This design comes from an exercise in tuning for small area on the open sky130 flow, not from production work.
RTL that was checked went through simulation tests only; none was proved equivalent to the original.
Power and IR drop assume default switching activity.

==> 10-11: inputs <==
## usb_endpoint
module usb_endpoint
(
    input logic clk,
    input logic n_rst,
    input logic hsel,
    input logic [3:0] haddr,
    input logic [1:0] htrans,
    input logic [1:0] hsize,
    input logic hwrite,
    input logic [31:0] hwdata,
    input logic dplus_in,
    input logic dminus_in,
    output logic [31:0] hrdata,
    output logic hresp,
    output logic hready,
    output logic d_mode,
    output logic dplus_out,
    output logic dminus_out
);
clock: 10.0 ns
lec_check: 0
cap_margin: 20
core_margin: 2
core_utilization: 70
cts_buf_list: sky130_fd_sc_hd__clkbuf_4
cts_cluster_size: 20
slew_margin: 20
run.sh (not shown) runs the stock make flow with config.mk's settings and CLKGATE_MAP_FILE= SYNTH_SCRIPT=/design/flow/synth_recipe.tcl, a recipe that flattens the netlist after the stock synthesis.
==> inputs of 04-06, as changes to 10-11 <==
--- a/flow/design.v
+++ b/flow/design.v
@@ -6,48 +6,62 @@
     input logic get_rx_data, get_tx_packet_data,
     input logic [7:0] tx_data, rcv_data,
     output logic [7:0] rx_data, tx_packet_data,
     output logic [6:0] buffer_occupancy
 );
     logic s_reset, w_en, r_en;
     logic [7:0] wdata, rdata;
+    logic [6:0] wcount, rcount;   
     logic [5:0] wpointer, rpointer;
-    logic wrapped;            
+    logic wrapped;                
     logic [7:0] mem [0:63];
     assign s_reset = clear | flush;
     assign w_en = store_tx_data | store_rx_packet_data;
     assign wdata = store_tx_data ? tx_data : rcv_data;
     assign r_en = get_tx_packet_data | get_rx_data;
-    always_ff @(posedge clk, negedge n_rst) begin
+    assign wpointer = wcount[5:0];
+    assign rpointer = rcount[5:0];
+    assign buffer_occupancy = wcount - rcount;
+    always_ff @(posedge clk) begin
         if (!n_rst) begin
-            buffer_occupancy <= '0;
-            rpointer <= '0;
-            wpointer <= '0;
+            rcount <= '0;
+            wcount <= '0;
             wrapped <= 1'b0;
         end
         else if (s_reset) begin
-            buffer_occupancy <= '0;
-            rpointer <= '0;
-            wpointer <= '0;
+            rcount <= '0;
+            wcount <= '0;
             wrapped <= 1'b0;
         end
         else begin
-            if (w_en && !r_en) buffer_occupancy <= buffer_occupancy + 7'd1;
-            else if (r_en && !w_en) buffer_occupancy <= buffer_occupancy - 7'd1;
-            if (r_en) rpointer <= rpointer + 6'd1;
+            if (r_en) rcount <= rcount + 7'd1;
             if (w_en) begin
-                wpointer <= wpointer + 6'd1;
+                wcount <= wcount + 7'd1;
                 if (wpointer == 6'd63) wrapped <= 1'b1;
             end
         end
     end
     always_ff @(posedge clk) begin
         if (w_en) mem[wpointer] <= wdata;
     end
-    assign rdata = (wrapped || rpointer < wpointer) ? mem[rpointer] : 8'd0;
+    logic [3:0] sa;
+    logic [15:0] sb;
+    logic [7:0] rmux;
+    logic [15:0][7:0] grp;
+    always_comb begin
+        for (int i = 0; i < 4; i++) sa[i] = (rpointer[1:0] == i);
+        for (int i = 0; i < 16; i++) sb[i] = (rpointer[5:2] == i);
+        rmux = '0;
+        for (int k = 0; k < 16; k++) begin
+            grp[k] = '0;
+            for (int j = 0; j < 4; j++) grp[k] = grp[k] | ({8{sa[j]}} & mem[4*k+j]);
+            rmux = rmux | ({8{sb[k]}} & grp[k]);
+        end
+    end
+    assign rdata = (wrapped || rpointer < wpointer) ? rmux : 8'd0;
     assign tx_packet_data = get_tx_packet_data ? rdata : 8'd0;
     assign rx_data = (get_rx_data && !get_tx_packet_data) ? rdata : 8'd0;
 endmodule
 module ahb_slave
 (
     input logic clk,n_rst,
     input logic hsel,hwrite,
@@ -74,56 +88,54 @@
                      (haddr >= 4'd9 && haddr <= 4'd11) || (haddr >= 4'd14);
     assign fifo_addr = (haddr < 4'd4) && (hsize != 2'd3);
     assign rd_cmd = hsel && !hwrite && nonseq;
     logic [3:0] haddr_f;
     logic hwrite_f, err_f, wr_fifo_f, wr12_f, wr13_f;
     logic [1:0] align_f;
     always_ff @(posedge clk, negedge n_rst) begin
+        if (!n_rst) err_f <= 1'b0;
+        else err_f <= err_raw;
+    end
+    always_ff @(posedge clk) begin
+        haddr_f <= haddr;
+        align_f <= (hsize == 2'd0) ? haddr[1:0] : (hsize == 2'd1) ? {haddr[1], 1'b0} : 2'b00;
         if (!n_rst) begin
-            haddr_f <= '0;
             hwrite_f <= 1'b0;
-            err_f <= 1'b0;
             wr_fifo_f <= 1'b0;
             wr12_f <= 1'b0;
             wr13_f <= 1'b0;
-            align_f <= '0;
         end
         else begin
-            haddr_f <= haddr;
             hwrite_f <= hwrite;
-            err_f <= err_raw;
             wr_fifo_f <= hwrite && nonseq && fifo_addr;
             wr12_f <= hwrite && nonseq && hsize == 2'd0 && haddr == 4'd12;
             wr13_f <= hwrite && nonseq && hsize == 2'd0 && haddr == 4'd13;
-            align_f <= (hsize == 2'd0) ? haddr[1:0] : (hsize == 2'd1) ? {haddr[1], 1'b0} : 2'b00;
         end
     end
     logic [2:0] pos;
     logic [1:0] nm1;
     logic mode_wr;
     logic busy, byte_ph, last;
     assign busy = !(pos[2] && !pos[1]);
     assign byte_ph = !pos[2];
     assign last = (pos[1:0] == nm1);
     always_ff @(posedge clk, negedge n_rst) begin
-        if (!n_rst) begin
-            pos <= 3'd4;
-            nm1 <= '0;
-            mode_wr <= 1'b0;
-        end
+        if (!n_rst) pos <= 3'd4;
         else if (!busy) begin
-            if (hsel && nonseq && fifo_addr) begin
-                pos <= hwrite ? 3'd6 : 3'd7;
-                mode_wr <= hwrite;
-                nm1 <= (hsize == 2'd0) ? 2'd0 : (hsize == 2'd1) ? 2'd1 : 2'd3;
-            end
+            if (hsel && nonseq && fifo_addr) pos <= hwrite ? 3'd6 : 3'd7;
         end
         else if (byte_ph && last) pos <= 3'd4;
         else pos <= pos + 3'd1;
     end
+    always_ff @(posedge clk) begin
+        if (!busy) begin
+            mode_wr <= hwrite;
+            nm1 <= (hsize == 2'd0) ? 2'd0 : (hsize == 2'd1) ? 2'd1 : 2'd3;
+        end
+    end
     assign get_rx_data = byte_ph && !mode_wr;
     assign store_tx_data = byte_ph && mode_wr;
     logic [31:0] wdata_q;
     logic [1:0] wsel_q;
     logic wr_data_ph;
     assign wr_data_ph = hsel && wr_fifo_f;
     always_ff @(posedge clk) begin
@@ -134,24 +146,25 @@
     end
     logic [1:0] tx_idx;
     assign tx_idx = wsel_q + pos[1:0];
     assign tx_data = store_tx_data ? wdata_q[8*tx_idx +: 8] : 8'd0;
     logic [6:0] stat;   
     logic [1:0] er;
     logic [6:0] bo;
-    always_ff @(posedge clk, negedge n_rst) begin
+    always_ff @(posedge clk) begin
+        stat[5:0] <= {rx_transfer_active, pid_nak, pid_ack, pid_out, pid_in, rx_data_ready};
+        er[0] <= rx_error;
         if (!n_rst) begin
-            stat <= '0;
-            er <= '0;
+            stat[6] <= 1'b0;
+            er[1] <= 1'b0;
             bo <= '0;
         end
         else begin
-            stat <= {tx_transfer_active, rx_transfer_active,
-                     pid_nak, pid_ack, pid_out, pid_in, rx_data_ready};
-            er <= {tx_error, rx_error};
+            stat[6] <= tx_transfer_active;
+            er[1] <= tx_error;
             bo <= buffer_occupancy;
         end
     end
     logic [3:0] tx_pac;
     logic flush_ctrl, tta_prev;
     logic [3:0] x;
     always_comb begin
@@ -160,15 +173,15 @@
             32'd1 : x = 4'b0011;
             32'd2 : x = 4'b0010;
             32'd3 : x = 4'b1010;
             32'd4 : x = 4'b1110;
             default: x = '0;
         endcase
     end
-    always_ff @(posedge clk, negedge n_rst) begin
+    always_ff @(posedge clk) begin
         if (!n_rst) begin
             tx_pac <= '0;
             flush_ctrl <= 1'b0;
             tta_prev <= 1'b1;
         end
         else begin
             tta_prev <= tx_transfer_active;
@@ -216,36 +229,14 @@
     end
     assign hresp = hsel && (err_raw || err_f);
     assign hready = !busy && !(hsel && err_raw && !err_f);
     assign clear = flush_ctrl;
     assign tx_packet = tx_pac;
     assign d_mode = !rx_transfer_active;
 endmodule
-module falling_edge_detect (
-    input wire clk, n_rst, dplus_sync,
-    output wire d_edge
-);
-logic dplus_prev;
-always_ff @( posedge clk, negedge n_rst ) begin : FF
-    if(!n_rst) dplus_prev <= 1'b1;
-    else dplus_prev <= dplus_sync;
-end
-assign d_edge = ~dplus_sync & dplus_prev;
-endmodule
-module rising_edge_detector (
-    input wire clk, n_rst, dplus_sync,
-    output wire d_edge
-);
-logic dplus_prev;
-always_ff @( posedge clk, negedge n_rst ) begin : FF
-    if(!n_rst) dplus_prev <= 1'b1;
-    else dplus_prev <= dplus_sync;
-end
-assign d_edge = dplus_sync & ~dplus_prev;
-endmodule
 module usb_tx
 (
     input logic clk, n_rst,
     input logic [3:0] tx_packet,
     input logic [6:0] buffer_occupancy,
     input logic [7:0] tx_packet_data,
     output logic tx_transfer_active, tx_error, get_tx_packet_data, Dplus_out, Dminus_out
@@ -336,15 +327,15 @@
     localparam [4:0] IDLE = 5'd0, IDLE_E = 5'd1, EOP_S = 5'd2, EOP_E = 5'd3,
                      READ_SYNC = 5'd4, CHECK_SYNC = 5'd5, READ_PID = 5'd6, SEND_PID = 5'd7,
                      ACK_NACK = 5'd8, TOKEN_D1 = 5'd9, SEND_TOKEN1 = 5'd10, TOKEN_D2 = 5'd11,
                      SEND_TOKEN2 = 5'd12, WAIT = 5'd13, FLUSH = 5'd14, DATA_RECV = 5'd15,
                      DATA_SEND = 5'd16, DATA_NS = 5'd17, ERROR = 5'd18;
     logic [4:0] state, next_state;
     logic dp_t, dp_s, dp_p, dm_t, dm_s;
-    always_ff @(posedge clk, negedge n_rst) begin
+    always_ff @(posedge clk) begin
         if (!n_rst) begin
             dp_t <= 1'b1;
             dp_s <= 1'b1;
             dp_p <= 1'b1;
             dm_t <= 1'b0;
             dm_s <= 1'b0;
         end
@@ -357,44 +348,38 @@
         end
     end
     logic d_edge, eop, rcving;
     assign rcving = (state[4:2] != 3'd0);
     assign d_edge = dp_s ^ dp_p;
     assign eop = rcving && (dp_s == dm_s);
     logic [2:0] cyc, bits;
-    logic full;                  
     logic [6:0] nbytes;
     logic shift_en, byte_received, max_bytes;
     assign shift_en = (cyc == 3'd3);
-    assign byte_received = full && (cyc == 3'd4);
+    assign byte_received = (bits == 3'd0) && (cyc == 3'd4);
     assign max_bytes = (nbytes == 7'd66);
-    always_ff @(posedge clk, negedge n_rst) begin
+    always_ff @(posedge clk) begin
         if (!n_rst) begin
             cyc <= '0;
             bits <= '0;
-            full <= 1'b0;
             nbytes <= '0;
         end
         else if (!rcving) begin
             cyc <= '0;
             bits <= '0;
-            full <= 1'b0;
             nbytes <= '0;
         end
         else begin
             cyc <= cyc + 3'd1;
-            if (shift_en) begin
-                bits <= bits + 3'd1;
-                full <= (bits == 3'd7);
-            end
+            if (shift_en) bits <= bits + 3'd1;
             if (byte_received) nbytes <= max_bytes ? 7'd1 : nbytes + 7'd1;
         end
     end
     logic d_last;
-    always_ff @(posedge clk, negedge n_rst) begin
+    always_ff @(posedge clk) begin
         if (!n_rst) d_last <= 1'b1;
         else if (rcving && shift_en) d_last <= dp_s;
     end
     always_ff @(posedge clk) begin
         if (shift_en) rcv_data <= {~(dp_s ^ d_last), rcv_data[7:1]};
     end
     logic err_now;
@@ -438,15 +423,15 @@
             DATA_SEND: begin
                 if (eop) next_state = EOP_S;
                 else if (!max_bytes && d_edge) next_state = DATA_RECV;
                 else next_state = DATA_NS;
             end
             WAIT: if (eop) next_state = EOP_S;
             DATA_NS: begin
-                if (eop && !full) next_state = ERROR;
+                if (eop && bits != 3'd0) next_state = ERROR;
                 else if (eop) next_state = EOP_S;
                 else if (max_bytes && (d_edge || byte_received)) next_state = ERROR;
                 else if (byte_received) next_state = DATA_SEND;
             end
             EOP_S: if (d_edge) next_state = IDLE;
             EOP_E: if (d_edge) next_state = IDLE_E;
             ERROR: if (eop) next_state = EOP_E;
==> flow/flow/run.sh (new file) <==
#!/bin/bash
# The standard layout with three changes:
#  - synthesis is the standard one, except that ABC maps the logic with
#    area recovery (flow/abc_map.script) in place of ORFS's speed script;
#    the registers are those of the standard synthesis;
#  - the port buffers use the smallest buffer cell;
#  - clock tree synthesis uses clkbuf_8 with clusters of 15 sinks and no
#    dummy loads.
# Each step's full output goes to a log file in this folder.
set -euo pipefail
here=$(pwd)
rm -rf "$here/scripts_abc"
cp -r "$FLOW_HOME/scripts" "$here/scripts_abc"
cp "$here/flow/abc_map.script" "$here/scripts_abc/abc_speed.script"
SCRIPTS_DIR="$here/scripts_abc" bash standard.sh synth > "$here/synth.log" 2>&1
export BUFFER_PORTS_ARGS="-buffer_cell sky130_fd_sc_hd__buf_1"
export CTS_ARGS="-sink_clustering_enable -repair_clock_nets -sink_clustering_size 15 -sink_clustering_max_diameter 60 -buf_list sky130_fd_sc_hd__clkbuf_8 -dont_use_dummy_load"
bash standard.sh > "$here/layout.log" 2>&1
==> flow/flow/abc_map.script (new file) <==
&get -n
&st
&dch -f
&nf -p -a -F 8 -A 4 -R 1000
&put
topo
stime -c
==> flow/standard.sh (new file) <==
#!/bin/bash
# synth_recipe.tcl (not shown) runs the flow's synth.tcl, then flattens the netlist and writes it again
# the make line also repeats each setting of config.mk as NAME=value (left out here)
make -C /OpenROAD-flow-scripts/flow DESIGN_CONFIG=/design/flow/config.mk WORK_HOME=/design/flow/orfs CLKGATE_MAP_FILE= SYNTH_SCRIPT=/design/flow/synth_recipe.tcl "${@:-finish}"
- CORE_UTILIZATION: 70 -> 50
- CTS_BUF_LIST: sky130_fd_sc_hd__clkbuf_4 -> unset
- CTS_CLUSTER_SIZE: 20 -> unset
removed: flow/run.sh
==> inputs of 05-17, as changes to 10-11 <==
--- a/flow/design.v
+++ b/flow/design.v
@@ -6,48 +6,63 @@
     input logic get_rx_data, get_tx_packet_data,
     input logic [7:0] tx_data, rcv_data,
     output logic [7:0] rx_data, tx_packet_data,
     output logic [6:0] buffer_occupancy
 );
     logic s_reset, w_en, r_en;
     logic [7:0] wdata, rdata;
+    logic [6:0] wcount, rcount;   
     logic [5:0] wpointer, rpointer;
-    logic wrapped;            
+    logic wrapped;                
     logic [7:0] mem [0:63];
     assign s_reset = clear | flush;
     assign w_en = store_tx_data | store_rx_packet_data;
     assign wdata = store_tx_data ? tx_data : rcv_data;
     assign r_en = get_tx_packet_data | get_rx_data;
+    assign wpointer = wcount[5:0];
+    assign rpointer = rcount[5:0];
+    assign buffer_occupancy = wcount - rcount;
     always_ff @(posedge clk, negedge n_rst) begin
         if (!n_rst) begin
-            buffer_occupancy <= '0;
-            rpointer <= '0;
-            wpointer <= '0;
+            rcount <= '0;
+            wcount <= '0;
             wrapped <= 1'b0;
         end
         else if (s_reset) begin
-            buffer_occupancy <= '0;
-            rpointer <= '0;
-            wpointer <= '0;
+            rcount <= '0;
+            wcount <= '0;
             wrapped <= 1'b0;
         end
         else begin
-            if (w_en && !r_en) buffer_occupancy <= buffer_occupancy + 7'd1;
-            else if (r_en && !w_en) buffer_occupancy <= buffer_occupancy - 7'd1;
-            if (r_en) rpointer <= rpointer + 6'd1;
+            if (r_en) rcount <= rcount + 7'd1;
             if (w_en) begin
-                wpointer <= wpointer + 6'd1;
+                wcount <= wcount + 7'd1;
                 if (wpointer == 6'd63) wrapped <= 1'b1;
             end
         end
     end
     always_ff @(posedge clk) begin
         if (w_en) mem[wpointer] <= wdata;
     end
-    assign rdata = (wrapped || rpointer < wpointer) ? mem[rpointer] : 8'd0;
+    logic [7:0] sa, sb;
+    logic [7:0] rmux;
+    logic [7:0][7:0] grp;
+    always_comb begin
+        for (int i = 0; i < 8; i++) begin
+            sa[i] = (rpointer[2:0] == i);
+            sb[i] = (rpointer[5:3] == i);
+        end
+        rmux = '0;
+        for (int k = 0; k < 8; k++) begin
+            grp[k] = '0;
+            for (int j = 0; j < 8; j++) grp[k] = grp[k] | ({8{sa[j]}} & mem[8*k+j]);
+            rmux = rmux | ({8{sb[k]}} & grp[k]);
+        end
+    end
+    assign rdata = (wrapped || rpointer < wpointer) ? rmux : 8'd0;
     assign tx_packet_data = get_tx_packet_data ? rdata : 8'd0;
     assign rx_data = (get_rx_data && !get_tx_packet_data) ? rdata : 8'd0;
 endmodule
 module ahb_slave
 (
     input logic clk,n_rst,
     input logic hsel,hwrite,
@@ -357,39 +372,33 @@
         end
     end
     logic d_edge, eop, rcving;
     assign rcving = (state[4:2] != 3'd0);
     assign d_edge = dp_s ^ dp_p;
     assign eop = rcving && (dp_s == dm_s);
     logic [2:0] cyc, bits;
-    logic full;                  
     logic [6:0] nbytes;
     logic shift_en, byte_received, max_bytes;
     assign shift_en = (cyc == 3'd3);
-    assign byte_received = full && (cyc == 3'd4);
+    assign byte_received = (bits == 3'd0) && (cyc == 3'd4);
     assign max_bytes = (nbytes == 7'd66);
     always_ff @(posedge clk, negedge n_rst) begin
         if (!n_rst) begin
             cyc <= '0;
             bits <= '0;
-            full <= 1'b0;
             nbytes <= '0;
         end
         else if (!rcving) begin
             cyc <= '0;
             bits <= '0;
-            full <= 1'b0;
             nbytes <= '0;
         end
         else begin
             cyc <= cyc + 3'd1;
-            if (shift_en) begin
-                bits <= bits + 3'd1;
-                full <= (bits == 3'd7);
-            end
+            if (shift_en) bits <= bits + 3'd1;
             if (byte_received) nbytes <= max_bytes ? 7'd1 : nbytes + 7'd1;
         end
     end
     logic d_last;
     always_ff @(posedge clk, negedge n_rst) begin
         if (!n_rst) d_last <= 1'b1;
         else if (rcving && shift_en) d_last <= dp_s;
@@ -438,15 +447,15 @@
             DATA_SEND: begin
                 if (eop) next_state = EOP_S;
                 else if (!max_bytes && d_edge) next_state = DATA_RECV;
                 else next_state = DATA_NS;
             end
             WAIT: if (eop) next_state = EOP_S;
             DATA_NS: begin
-                if (eop && !full) next_state = ERROR;
+                if (eop && bits != 3'd0) next_state = ERROR;
                 else if (eop) next_state = EOP_S;
                 else if (max_bytes && (d_edge || byte_received)) next_state = ERROR;
                 else if (byte_received) next_state = DATA_SEND;
             end
             EOP_S: if (d_edge) next_state = IDLE;
             EOP_E: if (d_edge) next_state = IDLE_E;
             ERROR: if (eop) next_state = EOP_E;
- CORE_UTILIZATION: 70 -> 65
- CTS_BUF_LIST: sky130_fd_sc_hd__clkbuf_4 -> sky130_fd_sc_hd__clkbuf_8
- CTS_CLUSTER_DIAMETER: unset -> 60
- CTS_CLUSTER_SIZE: 20 -> 15
==> run notes <==
metric	04-06	10-11	05-17
Run status	finished clean	finished clean	finished clean
Simple logic cell fraction of the synthesized area	10.7%	7.80%	8.31%
Multi-Input Combinational	1192	1042	1083
Placed Instances	2714	2407	2461
Seq power	3380 µW	3400 µW	3360 µW
Cell leakage power	0.00893 µW	0.0109 µW	0.0102 µW
Number of synthesized flops with an enable pin	565	562	562
Relative slew slack	26.8%	17.3%	30.8%
Adder-cell share of the synthesized area	1.61%	1.35%	1.63%
Clock latency of the later-clocked register in the worst-skew pair	0.72 ns	1.05 ns	0.71 ns
Proportion of power drawn by the clock network	23.6%	31.6%	23.3%
Async set-reset flop share out of synthesis	7.75%	18.6%	17.8%
Clock buf count	55	246	56
Critical path startpoint	haddr[1]	haddr[2]	haddr[1]
Share of the final layout cell area in multi-input gates	24.8%	26.5%	24.7%
Sinks on the clock net	684	690	684
Part of the total power dissipated in sequential elements	59.0%	48.0%	53.4%
Min Clock Period, post-route	5.70 ns	6.36 ns	6.22 ns
Overall global routing resource usage	26.1%	33.9%	31.9%
Initial antenna violation count	1	5	0
Met2 Usage GRT	43.4%	51.3%	51.2%
Logic pwr share	17.4%	20.4%	23.2%
Origin of the critical flop-to-flop path	FIFO_BUFFER.rcount[1]$_SDFFE_PP0P_	RX_USB.state[2]$_DFFE_PN0P_	FIFO_BUFFER.rcount[2]$_DFFE_PN0P_
For 10-11, only the layout was checked, not whether the RTL still works.

==> static timing again, ports no longer ideal <==
No port has a modelled driver above. Below, the same layouts with a new extraction and two added sets of constraints.
Step 1 (the two cells are an assumption about what drives the block):
set clk [get_ports {clk}]
set_driving_cell -lib_cell sky130_fd_sc_hd__clkbuf_16 $clk
set_driving_cell -lib_cell sky130_fd_sc_hd__buf_2 [delete_from_list [all_inputs] $clk]
Step 2 adds t to the input delays and takes it off the output delays; t is the mean of the earliest and latest rising clock arrival at the registers after step 1. Input paths then give back, and output paths get back, about the clock's delay inside the block.
Three values: ideal, step 1, step 2; two values: the first two.
run | t, ns | setup slack, ns | worst data-port slew with drivers (ns)
10-11 | 1.064 | 3.641 / 3.617 / 3.617 | 0.04
04-06 | 0.731 | 4.300 / 4.276 / 4.276 | 0.04
05-17 | 0.744 | 3.783 / 3.758 / 3.758 | 0.05
After both steps every run listed still meets setup and hold. The setup slack of 05-17, which loses most, moves by -0.025 ns with the drivers and by -0.025 ns with both steps.
